This design comes from an exercise in tuning for small area, a short achievable clock period and few clock cycles on the open sky130 flow, not from production work. Where RTL was checked, it was by simulation tests only, not by an equivalence proof against the original. Power and IR drop assume default switching activity.

==> v4: inputs <==
## alu_unit
module alu_unit(
    input clk,
    input rst,
    input in_valid,
    output in_ready,
    input [15:0] a,
    input [15:0] b,
    input [2:0] op,
    output reg out_valid,
    output reg [15:0] r
    );
clock: 70.0 ns
lec_check: 0
abc_area: 1
cap_margin: 20
core_margin: 2
core_utilization: 40
slew_margin: 20
standard.sh (not shown) runs the stock make flow with config.mk's settings and CLKGATE_MAP_FILE= SYNTH_SCRIPT=/design/flow/synth_recipe.tcl, a recipe that flattens the netlist after the stock synthesis.
==> flow/flow/run.sh <==
#!/bin/bash
# Standard layout flow (buf_1 port buffers, clkbuf_8 clock buffers, resizer aims at 55 ns setup slack), logged to standard.log.
bash standard.sh SETUP_SLACK_MARGIN=55 "BUFFER_PORTS_ARGS=-buffer_cell sky130_fd_sc_hd__buf_1" CTS_BUF_LIST=sky130_fd_sc_hd__clkbuf_8 finish > standard.log 2>&1
==> v11: changes against v4 <==
==> flow/flow/run.sh (replaced) <==
#!/bin/bash
# Layout flow: the standard flow, except that synthesis maps with the
# ABC script in flow/abc_area.script (area-oriented mapping, no ABC
# buffering/upsizing; the resizer later fixes timing on the placed design).
# Then: buf_1 port buffers, clkbuf_8 clock buffers, and the resizer asked
# to leave 55 ns of setup slack. Each part logs to its own file.
set -e
rm -rf scripts_abc
cp -r "$FLOW_HOME/scripts" scripts_abc
cp flow/abc_area.script scripts_abc/abc_area.script
A=("BUFFER_PORTS_ARGS=-buffer_cell sky130_fd_sc_hd__buf_1" CTS_BUF_LIST=sky130_fd_sc_hd__clkbuf_8 SETUP_SLACK_MARGIN=55 )
bash standard.sh "${A[@]}" SCRIPTS_DIR=$PWD/scripts_abc synth > synth.log 2>&1
bash standard.sh "${A[@]}" finish > standard.log 2>&1
==> flow/flow/abc_area.script (new file) <==
strash
dch
map -a
strash
dch
map -a
strash
dch -f
map -a
topo
stime -c
==> v14: changes against v4 <==
==> flow/flow/run.sh (replaced) <==
#!/bin/bash
# Standard layout flow in two parts, logged to standard_1.log and
# standard_2.log: synthesis to placement with the default repair margin,
# then clock tree, routing and finish with the resizer asked to leave 55 ns
# of setup slack. Port buffers are buf_1, clock buffers clkbuf_8.
A=("BUFFER_PORTS_ARGS=-buffer_cell sky130_fd_sc_hd__buf_1" CTS_BUF_LIST=sky130_fd_sc_hd__clkbuf_8)
bash standard.sh "${A[@]}" place > standard_1.log 2>&1
bash standard.sh "${A[@]}" SETUP_SLACK_MARGIN=55 finish > standard_2.log 2>&1
==> flow_summary.yaml <==
yosys:
  synth.avg_cell_area_um2: 7.19
outcome:
  run_status: "timing/DRC/antenna clean"
cells_and_area:
  buf_share: 0.0544
  stdcell_count: 1753
  multi_input_area_share: 0.646
power:
  p_leak_uw: 0.00566
sta:
  max_freq_mhz: 66.9
floorplan:
  core_um2: 23500
setup_path:
  critical-path-top-delay-family: "flip-flops"
(the above is from v14)
==> flow_summary.yaml <==
outcome:
  run_status: "timing/DRC/antenna clean"
power:
  p_leak_uw: 0.00566
floorplan:
  core_um2: 23500
yosys:
  synth.avg_cell_area_um2: 7.19
(the above is from v4)
==> flow_summary.yaml <==
floorplan:
  core_um2: 20100
outcome:
  run_status: "timing/DRC/antenna clean"
yosys:
  synth.avg_cell_area_um2: 7.96
sta:
  max_freq_mhz: 52.2
setup_path:
  critical-path-top-delay-family: "compound AO/OA/AOI/OAI gates"
(the above is from v11)
Testbench counts of v4, summed over its fixed seeds: cycles 4,024.
Testbench counts of v11, summed over its fixed seeds: cycles 4,024.
Testbench counts of v14, summed over its fixed seeds: cycles 4,024.

==> pepper: inputs <==
Another version of the RTL of alu_unit (not shown whole).
==> flow/config.mk <==
export PLATFORM = sky130hd
export DESIGN_NAME = alu_unit
export DESIGN_NICKNAME = alu_unit
export VERILOG_FILES = /design/flow/design.v
export SDC_FILE = /design/flow/constraint.sdc
export NUM_CORES = 4
export LEC_CHECK = 0
export ABC_AREA = 1
export CAP_MARGIN = 20
export CORE_MARGIN = 2
export CORE_UTILIZATION = 40
export SLEW_MARGIN = 20
==> flow/constraint.sdc <==
create_clock -name core_clock -period 70.0 [get_ports {clk}]
set_input_delay 14.0000 -clock core_clock [delete_from_list [all_inputs] [get_ports {clk}]]
set_output_delay 14.0000 -clock core_clock [all_outputs]
set_load 0.01 [all_outputs]
==> flow/flow/run.sh <==
#!/bin/bash
# Standard layout flow, with its output logged to standard.log.
bash standard.sh > standard.log 2>&1
==> inputs of garnet, as changes to pepper <==
==> flow/flow/run.sh (replaced) <==
#!/bin/bash
# Standard layout flow, with the resizer asked to leave 55 ns of setup
# slack (a 15 ns critical path) instead of the default margin.
bash standard.sh SETUP_SLACK_MARGIN=55 finish > standard.log 2>&1
==> inputs of cedar, as changes to pepper <==
==> flow/run.sh (new file) <==
#!/bin/bash
# synth_recipe.tcl (not shown) runs the flow's synth.tcl, then flattens the netlist and writes it again
# the make line also repeats each setting of config.mk as NAME=value (left out here)
make -C /OpenROAD-flow-scripts/flow DESIGN_CONFIG=/design/flow/config.mk WORK_HOME=/design/flow/orfs CLKGATE_MAP_FILE= SYNTH_SCRIPT=/design/flow/synth_recipe.tcl finish
removed: flow/flow/run.sh
removed: flow/standard.sh
==> results.txt <==
metric                                                                   cedar        pepper        garnet
Top achievable clock speed                                            65.1 MHz      65.1 MHz      66.8 MHz
Largest stage delay, worst path                                        0.56 ns       0.56 ns       0.31 ns
Worst reg-to-reg setup slack                                          55.82 ns      55.82 ns      56.39 ns
Switching share of power                                                 37.5%         37.5%         37.7%
Number of cells traversed by the worst register-to-register path            79            79            81
Detail-routed via count per cell                                          4.98          4.98          5.00
P_sw                                                                  0.122 mW      0.122 mW      0.122 mW
Worst voltage drop across the vdd grid                             0.0000158 V   0.0000158 V   0.0000156 V
Post-route standard cell area excluding fillers                    12,500 um^2   12,500 um^2   12,500 um^2
Length of routed met2 wiring                                           13.8 mm       13.8 mm       13.9 mm
Skew final                                                           0.0192 ns     0.0192 ns     0.0191 ns
Layout Utilization                                                       46.3%         46.3%         46.2%
Fill cell instance count of the final layout                             2,567         2,567         2,570
Proportion of layout cells with a drive suffix above 1                   6.65%         6.65%         8.32%
Sequential cell area                                                 3180 um^2     3180 um^2     3190 um^2
Run status                                            timing/DRC/antenna clean  timing/DRC/antenna clean  timing/DRC/antenna clean
Met1 Wirelength                                                        12.5 mm       12.5 mm       12.5 mm
Crit path time final                                                  15.36 ns      15.36 ns      14.97 ns
Proportion of power drawn by combinational gates                         38.9%         38.9%         38.8%
Worst setup path end                                                      r[8]          r[8]          r[4]
Critical path launch point                                        r[8]$_DFF_P_  r[8]$_DFF_P_  r[4]$_DFF_P_
Via count                                                                8,888         8,888         8,922
Design Power                                                          0.326 mW      0.326 mW      0.325 mW
Routed len/inst                                                        15.6 um       15.6 um       15.6 um
No run of this note included a check of the RTL's function; only the layout flow was run.

-- static timing again, ports no longer ideal --
How much do the figures lean on ideal ports? The routed layouts below were timed once more, with nothing changed but the port constraints. Step 1 (the two cells are an assumption about what drives the block):
set clk [get_ports {clk}]
set_driving_cell -lib_cell sky130_fd_sc_hd__clkbuf_16 $clk
set_driving_cell -lib_cell sky130_fd_sc_hd__buf_2 [delete_from_list [all_inputs] $clk]
Step 2 adds t to the input delays and takes it off the output delays; t is the mean of the earliest and latest rising clock arrival at the registers after step 1. Input paths then give back, and output paths get back, about the clock's delay inside the block. Slacks: no drivers / after step 1 / after step 2; pairs: no drivers / after step 1.
run	t (ns)	setup slack, ns	hold WS [ns]	worst setup path after step 2
v4	0.430	55.061 / 55.020 / 55.450	0.332 / 0.332 / 0.332	register to output
v11	0.426	50.836 / 50.836 / 50.836	0.337 / 0.337 / 0.337	register to register
v14	0.430	55.061 / 55.020 / 55.450	0.332 / 0.332 / 0.332	register to output
pepper	0.471	54.636 / 54.589 / 55.060	0.316 / 0.316 / 0.316	register to output
garnet	0.468	55.033 / 54.986 / 55.303	0.318 / 0.318 / 0.318	input to register
cedar	0.471	54.636 / 54.589 / 55.060	0.316 / 0.316 / 0.316	register to output
After both steps every run listed still meets setup and hold.
